This is an optimization exercise on Yosys and OpenROAD, whose aim is small area, a short achievable clock period and few clock cycles per item, not a production implementation.

==> flow/design.v <==
`timescale 1ns / 1ps
module shift_sub_mod_mul #(
  parameter Data_Width = 256
)(
  input  logic                      i_clk,
  input  logic                      i_rst_n,
  input  logic                      i_load,
  input  logic [Data_Width - 1 : 0] i_a,
  input  logic [Data_Width - 1 : 0] i_b,
  input  logic [Data_Width - 1 : 0] i_m,
  output logic                      o_ready,
  output logic                      o_busy,
  output logic [Data_Width - 1 : 0] o_p
);
  localparam int N = Data_Width;
  localparam int W = Data_Width + 2;
  logic [N-1:0] a_r, m_r;
  logic [N+1:0] b_r;               
  logic [W-1:0] s_r, c_r;
  logic       ph_first, ph_step, ph_res, ph_rot, addm;
  logic       sel_shl, sel_res;    
  logic [7:0] cnt, sh;
  function automatic logic [23:0] thr(input logic [3:0] mi);
    case (mi)
      4'd5:    thr = {-8'sd6,  8'sd6,  8'sd16};
      4'd6:    thr = {-8'sd6,  8'sd8,  8'sd20};
      4'd7:    thr = {-8'sd6,  8'sd10, 8'sd24};
      4'd8:    thr = {-8'sd6,  8'sd12, 8'sd28};
      4'd9:    thr = {-8'sd7,  8'sd13, 8'sd31};
      4'd10:   thr = {-8'sd9,  8'sd13, 8'sd33};
      4'd11:   thr = {-8'sd11, 8'sd13, 8'sd35};
      4'd12:   thr = {-8'sd13, 8'sd13, 8'sd37};
      4'd13:   thr = {-8'sd15, 8'sd13, 8'sd39};
      4'd14:   thr = {-8'sd17, 8'sd13, 8'sd41};
      4'd15:   thr = {-8'sd19, 8'sd13, 8'sd43};
      default: thr = {-8'sd6,  8'sd4,  8'sd12};
    endcase
  endfunction
  function automatic logic [8:0] add9(input logic [8:0] a, input logic [8:0] b);
    logic [8:0] g, p, gg, pp;
    g = a & b;
    p = a ^ b;
    gg = g;
    pp = p;
    for (int d = 1; d < 9; d = d * 2) begin
      for (int i = 8; i >= d; i--) begin
        gg[i] = gg[i] | (pp[i] & gg[i-d]);
        pp[i] = pp[i] & pp[i-d];
      end
    end
    add9 = p ^ {gg[7:0], 1'b0};
  endfunction
  function automatic logic sign9(input logic [8:0] a, input logic [8:0] b);
    logic [8:0] s;
    s = add9(a, b);
    sign9 = s[8];
  endfunction
  function automatic logic [1:0] qsel(input logic [2:0] ge);
    qsel = ge[1] ? (ge[2] ? 2'd3 : 2'd2) : (ge[0] ? 2'd1 : 2'd0);
  endfunction
  function automatic logic [W-1:0] ymul(input logic [3:0] q, input logic [N-1:0] m);
    ymul = q[2] ? ~{2'b00, m} :
           q[3] ? ~{1'b0, m, 1'b0} :
           q[0] ?  {2'b00, m} : '0;
  endfunction
  function automatic logic [3:0] onehot(input logic [1:0] d);
    onehot = 4'b0001 << d;
  endfunction
  logic [3:0]    q1_r;
  logic          stepq;
  logic [3:0]    mi;
  logic [3:0]    q1, q2;
  logic [W-1:0]  x1, y1, z1, yy1, s1a, c1a, s1, c1;
  logic [W-1:0]  x2, y2, z2, yy2, s2a, c2a, s2, c2;
  logic [W-1:0]  ym [4];
  assign stepq = ph_first | ph_step;
  assign mi    = m_r[N-1:N-4];
  assign z1 = b_r[N+1] ? {2'b00, a_r} : '0;
  assign z2 = b_r[N]   ? {2'b00, a_r} : '0;
  always_comb for (int k = 0; k < 4; k++) ym[k] = ymul(4'b0001 << k, m_r);
  assign x1 = ({W{sel_shl}} & {s_r[W-2:0], ph_rot & s_r[W-1]}) | ({W{sel_res}} & {1'b0, s_r[W-1:1]});
  assign y1 = ({W{sel_shl}} & {c_r[W-2:0], 1'b0})              | ({W{sel_res}} & {1'b0, c_r[W-1:1]});
  assign q1  = q1_r;
  assign yy1 = ymul(q1, m_r);
  assign s1a = x1 ^ y1 ^ z1;
  assign c1a = {((x1 & y1) | (x1 & z1) | (y1 & z1)), 1'b0} | {{(W-1){1'b0}}, q1[2] | q1[3]};
  assign s1  = s1a ^ c1a ^ yy1;
  assign c1  = {((s1a & c1a) | (s1a & yy1) | (c1a & yy1)), 1'b0};
  logic [8:0] zy2_r, zy3_r;
  logic [8:0] xw2, yw2, xw3, yw3;
  logic [8:0] aw [8];
  assign xw2 = ph_first ? 9'd0 : s_r[W-3:W-11];
  assign yw2 = ph_first ? 9'd0 : c_r[W-3:W-11];
  assign xw3 = ph_first ? 9'd0 : s_r[W-4:W-12];
  assign yw3 = ph_first ? 9'd0 : c_r[W-4:W-12];
  assign aw[0] = 9'd0;
  assign aw[1] = {2'b00, a_r[N-1:N-7]};
  assign aw[2] = {1'b0, a_r[N-1:N-8]};
  assign aw[4] = a_r[N-1:N-9];
  assign aw[3] = add9(aw[1], aw[2]);
  assign aw[5] = add9(aw[1], aw[4]);
  assign aw[6] = add9(aw[2], aw[4]);
  assign aw[7] = add9(aw[3], aw[4]);
  logic [8:0] k2 [3];
  logic [8:0] k3 [4][3];
  always_comb begin
    logic [23:0] tt;
    logic [8:0]  t4;
    tt = thr(mi);
    for (int j = 0; j < 3; j++) begin
      t4 = {tt[8*(2-j) +: 7], 2'b00};
      k2[j] = -t4;
      for (int k = 0; k < 4; k++) k3[k][j] = add9(ym[k][W-2:W-10], -t4);
    end
  end
  logic [8:0] xs2, xs3;
  logic [2:0] ge2;
  logic [2:0] ge3 [4];
  assign xs2 = add9(xw2 ^ yw2 ^ zy2_r,
                    {(xw2[7:0] & yw2[7:0]) | (xw2[7:0] & zy2_r[7:0]) | (yw2[7:0] & zy2_r[7:0]), 1'b0});
  assign xs3 = add9(xw3 ^ yw3 ^ zy3_r,
                    {(xw3[7:0] & yw3[7:0]) | (xw3[7:0] & zy3_r[7:0]) | (yw3[7:0] & zy3_r[7:0]), 1'b0});
  always_comb begin
    for (int j = 0; j < 3; j++) begin
      ge2[j] = ~sign9(xs2, k2[j]);
      for (int k = 0; k < 4; k++)
        ge3[k][j] = ~sign9(xs3, k3[k][j]);
    end
  end
  assign q2 = stepq ? onehot(qsel(ge2)) : (addm ? 4'b0001 : 4'b0010);
  logic [3:0] q3;
  logic [8:0] zy2_n, zy3_n, za2_n, za3_n;
  always_comb begin
    logic [1:0] d;
    d = '0;
    for (int k = 0; k < 4; k++) if (q2[k]) d = d | qsel(ge3[k]);
    q3 = onehot(d);
  end
  assign za2_n = aw[{b_r[N-1], b_r[N-2]}];
  assign za3_n = aw[{b_r[N-1], b_r[N-2], b_r[N-3]}];
  always_comb begin
    zy2_n = '0;
    zy3_n = '0;
    for (int k = 0; k < 4; k++) begin
      zy2_n = zy2_n | ({9{q3[k]}} & add9(za2_n, ym[k][W-2:W-10]));
      zy3_n = zy3_n | ({9{q3[k]}} & add9(za3_n, ym[k][W-3:W-11]));
    end
  end
  assign x2 = {s1[W-2:0], (ph_rot & s1[W-1]) | (sel_res & s_r[0])};
  assign y2 = {c1[W-2:0], 1'b0};
  assign yy2 = ymul(q2, m_r);
  assign s2a = x2 ^ y2 ^ z2;
  assign c2a = {((x2 & y2) | (x2 & z2) | (y2 & z2)), 1'b0} | {{(W-1){1'b0}}, q2[2] | q2[3]};
  assign s2  = s2a ^ c2a ^ yy2;
  assign c2  = {((s2a & c2a) | (s2a & yy2) | (c2a & yy2)), 1'b0};
  logic la_cz, la_neg;
  assign la_cz  = ~|c1a;
  assign la_neg = s1a[W-2];
  logic       n_first, n_step, n_res, n_rot, n_addm, n_ready, n_busy;
  logic [7:0] n_cnt, n_sh;
  always_comb begin
    n_first = ph_first;
    n_step  = ph_step;
    n_res   = ph_res;
    n_rot   = ph_rot;
    n_addm  = addm;
    n_cnt   = cnt;
    n_sh    = sh;
    n_ready = 1'b0;
    n_busy  = o_busy;
    if (i_load) begin
      n_first = 1'b1;
      n_step  = 1'b0;
      n_res   = 1'b0;
      n_rot   = 1'b0;
      n_addm  = 1'b0;
      n_cnt   = '0;
      n_sh    = '0;
      n_busy  = 1'b1;
    end else begin
      if (ph_first) begin
        if (m_r[N-1:N-2] != 2'b00) begin
          n_first = 1'b0;
          n_step  = 1'b1;
          n_cnt   = 8'd1;
        end else begin
          n_sh = sh + 8'd2;
        end
      end
      if (ph_step) begin
        n_cnt = cnt + 8'd1;
        if (cnt == 8'd128) begin
          n_step = 1'b0;
          n_res  = 1'b1;
        end
      end
      if (ph_res) begin
        if (addm) begin
          n_addm = 1'b0;
        end else if (la_cz) begin
          if (la_neg) begin
            n_addm = 1'b1;
          end else if (sh == 8'd0) begin
            n_res   = 1'b0;
            n_ready = 1'b1;
            n_busy  = 1'b0;
          end else begin
            n_res = 1'b0;
            n_rot = 1'b1;
            n_cnt = {1'b0, sh[7:1]};
          end
        end
      end
      if (ph_rot) begin
        n_cnt = cnt + 8'd1;
        if (cnt == 8'd128) begin
          n_rot   = 1'b0;
          n_ready = 1'b1;
          n_busy  = 1'b0;
        end
      end
    end
  end
  always_ff @(posedge i_clk or negedge i_rst_n) begin
    if (!i_rst_n) begin
      ph_first <= 1'b0;
      ph_step  <= 1'b0;
      ph_res   <= 1'b0;
      ph_rot   <= 1'b0;
      addm     <= 1'b0;
      cnt      <= '0;
      sh       <= '0;
      o_busy   <= 1'b0;
      o_ready  <= 1'b0;
      sel_shl  <= 1'b0;
      sel_res  <= 1'b1;
    end else begin
      ph_first <= n_first;
      ph_step  <= n_step;
      ph_res   <= n_res;
      ph_rot   <= n_rot;
      addm     <= n_addm;
      cnt      <= n_cnt;
      sh       <= n_sh;
      o_busy   <= n_busy;
      o_ready  <= n_ready;
      sel_shl  <= n_step | n_rot;
      sel_res  <= ~n_first & ~n_step & ~n_rot;
    end
  end
  always_ff @(posedge i_clk) begin
    s_r <= s2;
    c_r <= c2;
    if (i_load) begin
      a_r <= i_a;
      m_r   <= i_m;
      b_r   <= {2'b00, i_b};
      q1_r  <= 4'b0010;
      zy2_r <= 9'd0;
      zy3_r <= i_b[N-1] ? {2'b00, i_a[N-1:N-7]} : 9'd0;
    end else begin
      b_r <= {b_r[N-1:0], 2'b00};
      if (m_r[N-1:N-2] == 2'b00) m_r <= {m_r[N-3:0], 2'b00};
      if (n_step) begin
        q1_r  <= q3;
        zy2_r <= zy2_n;
        zy3_r <= zy3_n;
      end else begin
        q1_r  <= 4'b0010;
        zy2_r <= 9'd0;
        zy3_r <= b_r[N-3] ? {2'b00, a_r[N-1:N-7]} : 9'd0;
      end
    end
  end
  assign o_p = s_r[N-1:0];
endmodule
==> flow/config.mk <==
export PLATFORM = sky130hd
export DESIGN_NAME = shift_sub_mod_mul
export DESIGN_NICKNAME = shift_sub_mod_mul
export VERILOG_FILES = /design/flow/design.v
export SDC_FILE = /design/flow/constraint.sdc
export NUM_CORES = 4
export LEC_CHECK = 0
export CAP_MARGIN = 30
export CORE_MARGIN = 2
export CORE_UTILIZATION = 35
export SETUP_SLACK_MARGIN = 0.5
export SLEW_MARGIN = 40
==> flow/constraint.sdc <==
create_clock -name core_clock -period 14.0 [get_ports {i_clk}]
set_input_delay 2.8000 -clock core_clock [delete_from_list [all_inputs] [get_ports {i_clk}]]
set_output_delay 2.8000 -clock core_clock [all_outputs]
set_load 0.01 [all_outputs]
standard.sh (not shown) runs the stock make flow with config.mk's settings and CLKGATE_MAP_FILE= SYNTH_SCRIPT=/design/flow/synth_recipe.tcl, a recipe that flattens the netlist after the stock synthesis.
==> flow/flow/run.sh <==
#!/bin/bash
bash standard.sh SETUP_SLACK_MARGIN=9.5 finish > standard_run.log 2>&1
Rerun with:
--- a/flow/design.v
+++ b/flow/design.v
@@ -35,27 +35,8 @@
       4'd15:   thr = {-8'sd19, 8'sd13, 8'sd43};
       default: thr = {-8'sd6,  8'sd4,  8'sd12};
     endcase
   endfunction
-  function automatic logic [8:0] add9(input logic [8:0] a, input logic [8:0] b);
-    logic [8:0] g, p, gg, pp;
-    g = a & b;
-    p = a ^ b;
-    gg = g;
-    pp = p;
-    for (int d = 1; d < 9; d = d * 2) begin
-      for (int i = 8; i >= d; i--) begin
-        gg[i] = gg[i] | (pp[i] & gg[i-d]);
-        pp[i] = pp[i] & pp[i-d];
-      end
-    end
-    add9 = p ^ {gg[7:0], 1'b0};
-  endfunction
-  function automatic logic sign9(input logic [8:0] a, input logic [8:0] b);
-    logic [8:0] s;
-    s = add9(a, b);
-    sign9 = s[8];
-  endfunction
   function automatic logic [1:0] qsel(input logic [2:0] ge);
     qsel = ge[1] ? (ge[2] ? 2'd3 : 2'd2) : (ge[0] ? 2'd1 : 2'd0);
   endfunction
   function automatic logic [W-1:0] ymul(input logic [3:0] q, input logic [N-1:0] m);
@@ -96,12 +77,12 @@
   assign aw[0] = 9'd0;
   assign aw[1] = {2'b00, a_r[N-1:N-7]};
   assign aw[2] = {1'b0, a_r[N-1:N-8]};
   assign aw[4] = a_r[N-1:N-9];
-  assign aw[3] = add9(aw[1], aw[2]);
-  assign aw[5] = add9(aw[1], aw[4]);
-  assign aw[6] = add9(aw[2], aw[4]);
-  assign aw[7] = add9(aw[3], aw[4]);
+  assign aw[3] = aw[1] + aw[2];
+  assign aw[5] = aw[1] + aw[4];
+  assign aw[6] = aw[2] + aw[4];
+  assign aw[7] = aw[3] + aw[4];
   logic [8:0] k2 [3];
   logic [8:0] k3 [4][3];
   always_comb begin
     logic [23:0] tt;
@@ -109,23 +90,25 @@
     tt = thr(mi);
     for (int j = 0; j < 3; j++) begin
       t4 = {tt[8*(2-j) +: 7], 2'b00};
       k2[j] = -t4;
-      for (int k = 0; k < 4; k++) k3[k][j] = add9(ym[k][W-2:W-10], -t4);
+      for (int k = 0; k < 4; k++) k3[k][j] = ym[k][W-2:W-10] - t4;
     end
   end
   logic [8:0] xs2, xs3;
   logic [2:0] ge2;
   logic [2:0] ge3 [4];
-  assign xs2 = add9(xw2 ^ yw2 ^ zy2_r,
-                    {(xw2[7:0] & yw2[7:0]) | (xw2[7:0] & zy2_r[7:0]) | (yw2[7:0] & zy2_r[7:0]), 1'b0});
-  assign xs3 = add9(xw3 ^ yw3 ^ zy3_r,
-                    {(xw3[7:0] & yw3[7:0]) | (xw3[7:0] & zy3_r[7:0]) | (yw3[7:0] & zy3_r[7:0]), 1'b0});
-  always_comb begin
+  assign xs2 = xw2 + yw2;
+  assign xs3 = xw3 + yw3;
+  always_comb begin
+    logic [8:0] t;
     for (int j = 0; j < 3; j++) begin
-      ge2[j] = ~sign9(xs2, k2[j]);
-      for (int k = 0; k < 4; k++)
-        ge3[k][j] = ~sign9(xs3, k3[k][j]);
+      t = xs2 + (zy2_r + k2[j]);
+      ge2[j] = ~t[8];
+      for (int k = 0; k < 4; k++) begin
+        t = xs3 + (zy3_r + k3[k][j]);
+        ge3[k][j] = ~t[8];
+      end
     end
   end
   assign q2 = stepq ? onehot(qsel(ge2)) : (addm ? 4'b0001 : 4'b0010);
   logic [3:0] q3;
@@ -141,10 +124,10 @@
   always_comb begin
     zy2_n = '0;
     zy3_n = '0;
     for (int k = 0; k < 4; k++) begin
-      zy2_n = zy2_n | ({9{q3[k]}} & add9(za2_n, ym[k][W-2:W-10]));
-      zy3_n = zy3_n | ({9{q3[k]}} & add9(za3_n, ym[k][W-3:W-11]));
+      zy2_n = zy2_n | ({9{q3[k]}} & (za2_n + ym[k][W-2:W-10]));
+      zy3_n = zy3_n | ({9{q3[k]}} & (za3_n + ym[k][W-3:W-11]));
     end
   end
   assign x2 = {s1[W-2:0], (ph_rot & s1[W-1]) | (sel_res & s_r[0])};
   assign y2 = {c1[W-2:0], 1'b0};
Effect: Clock skew climbs by 0.025 ns. Setup slack is worse by 0.31 ns. Register-to-register slack got worse by 0.31 ns. Utilization went down by 1.6 points.
No run of this note included a check of the RTL's function; only the layout flow was run.

---

run a:
RTL: the design.v shown in full above, as it stands there.
Settings: LEC_CHECK=0, CAP_MARGIN=30, CORE_MARGIN=2, CORE_UTILIZATION=50, SETUP_SLACK_MARGIN=0.5, SLEW_MARGIN=40; clock period 14.0 ns.
==> flow/flow/run.sh <==
#!/bin/bash
bash standard.sh SETUP_SLACK_MARGIN=10 "BUFFER_PORTS_ARGS=-buffer_cell sky130_fd_sc_hd__buf_1" finish > standard_run.log 2>&1
#### Input delta (run b over run a)
-- flow/design.v --
<<< run a, line 90
  logic [8:0] xw2, yw2, xw3, yw3;
  logic [8:0] aw [8];
  assign xw2 = ph_first ? 9'd0 : s_r[W-3:W-11];
  assign yw2 = ph_first ? 9'd0 : c_r[W-3:W-11];
  assign xw3 = ph_first ? 9'd0 : s_r[W-4:W-12];
  assign yw3 = ph_first ? 9'd0 : c_r[W-4:W-12];
  assign aw[0] = 9'd0;
  assign aw[1] = {2'b00, a_r[N-1:N-7]};
>>> run b, line 90
  logic [8:0] xw2, yw2, xw3, yw3;
  logic [8:0] aw [8];
  assign xw2 = s_r[W-3:W-11];
  assign yw2 = c_r[W-3:W-11];
  assign xw3 = s_r[W-4:W-12];
  assign yw3 = c_r[W-4:W-12];
  assign aw[0] = 9'd0;
  assign aw[1] = {2'b00, a_r[N-1:N-7]};
<<< run a, line 117
  logic [2:0] ge2;
  logic [2:0] ge3 [4];
  assign xs2 = add9(xw2 ^ yw2 ^ zy2_r,
                    {(xw2[7:0] & yw2[7:0]) | (xw2[7:0] & zy2_r[7:0]) | (yw2[7:0] & zy2_r[7:0]), 1'b0});
>>> run b, line 117
  logic [2:0] ge2;
  logic [2:0] ge3 [4];
  logic [8:0] zy3k1 [3];
  assign xs2 = add9(xw2 ^ yw2 ^ zy2_r,
                    {(xw2[7:0] & yw2[7:0]) | (xw2[7:0] & zy2_r[7:0]) | (yw2[7:0] & zy2_r[7:0]), 1'b0});
<<< run a, line 126
      for (int k = 0; k < 4; k++)
        ge3[k][j] = ~sign9(xs3, k3[k][j]);
    end
  end
  assign q2 = stepq ? onehot(qsel(ge2)) : (addm ? 4'b0001 : 4'b0010);
  logic [3:0] q3;
  logic [8:0] zy2_n, zy3_n, za2_n, za3_n;
>>> run b, line 127
      for (int k = 0; k < 4; k++)
        ge3[k][j] = ~sign9(xs3, k3[k][j]);
      zy3k1[j] = add9(zy3_r, k3[1][j]);
    end
  end
  logic [2:0] gef;
  always_comb for (int j = 0; j < 3; j++) gef[j] = ~zy3k1[j][8];
  assign q2 = ph_step ? onehot(qsel(ge2)) : (addm ? 4'b0001 : 4'b0010);
  logic [3:0] q3;
  logic [8:0] zy2_n, zy3_n, za2_n, za3_n;
<<< run a, line 135
    d = '0;
    for (int k = 0; k < 4; k++) if (q2[k]) d = d | qsel(ge3[k]);
    q3 = onehot(d);
  end
>>> run b, line 139
    d = '0;
    for (int k = 0; k < 4; k++) if (q2[k]) d = d | qsel(ge3[k]);
    if (ph_first) d = qsel(gef);
    q3 = onehot(d);
  end
## What came out
Changes observed in run b relative to run a: compound-cell area share of the yosys netlist rose 0.31 points, wire length of the first global-routing pass fell 1.2%, peak clock frequency supported by timing rose about 7%, finished layout cell area rose about 1.4%. Run a has a lower share of synthesized cell area in full adder, half adder and majority cells than run b. On average wire per cell in the routed design: run b sits below run a. Compared to run a, run b leaves less free space in the core. Run a → run b: setup slack has increased; count of clock-buffer cells in the layout has decreased.
Function was not checked in any run of this note: the RTL went through the layout flow alone.

==> separate check: timing with driven ports <==
In the flow no input, the clock included, has a driving cell. The finished layouts below were timed again as built, in two steps.
Step 1 (the two cells are an assumption about what drives the block):
set clk [get_ports {i_clk}]
set_driving_cell -lib_cell sky130_fd_sc_hd__clkbuf_16 $clk
set_driving_cell -lib_cell sky130_fd_sc_hd__buf_2 [delete_from_list [all_inputs] $clk]
Step 2 moves the port delays by t, midway between the first and last clock arrival at a register: inputs arrive t later, outputs are due t later. That takes back most of the time a late clock gives input paths.
a / b / c = ideal ports / drivers / drivers and shift; a / b = the first two.
run	t, ns	slack for setup (ns)	worst register clock-pin slew, ns	worst slew at a driven data input, ns	pins driven straight from the clock port
the first run of note 1	0.929	8.360 / 8.360 / 8.209	0.07 / 0.07	0.24	1
the second run of note 1	0.924	8.051 / 8.051 / 8.051	0.07 / 0.07	0.27	1
run a	0.948	8.271 / 8.271 / 8.271	0.07 / 0.07	0.43	1
run b	0.955	8.654 / 8.654 / 8.654	0.07 / 0.07	0.20	1
After both steps every run listed still meets setup and hold. The setup slack of the first run of note 1, which loses most, moves by 0.000 ns with the drivers and by -0.151 ns with both steps.
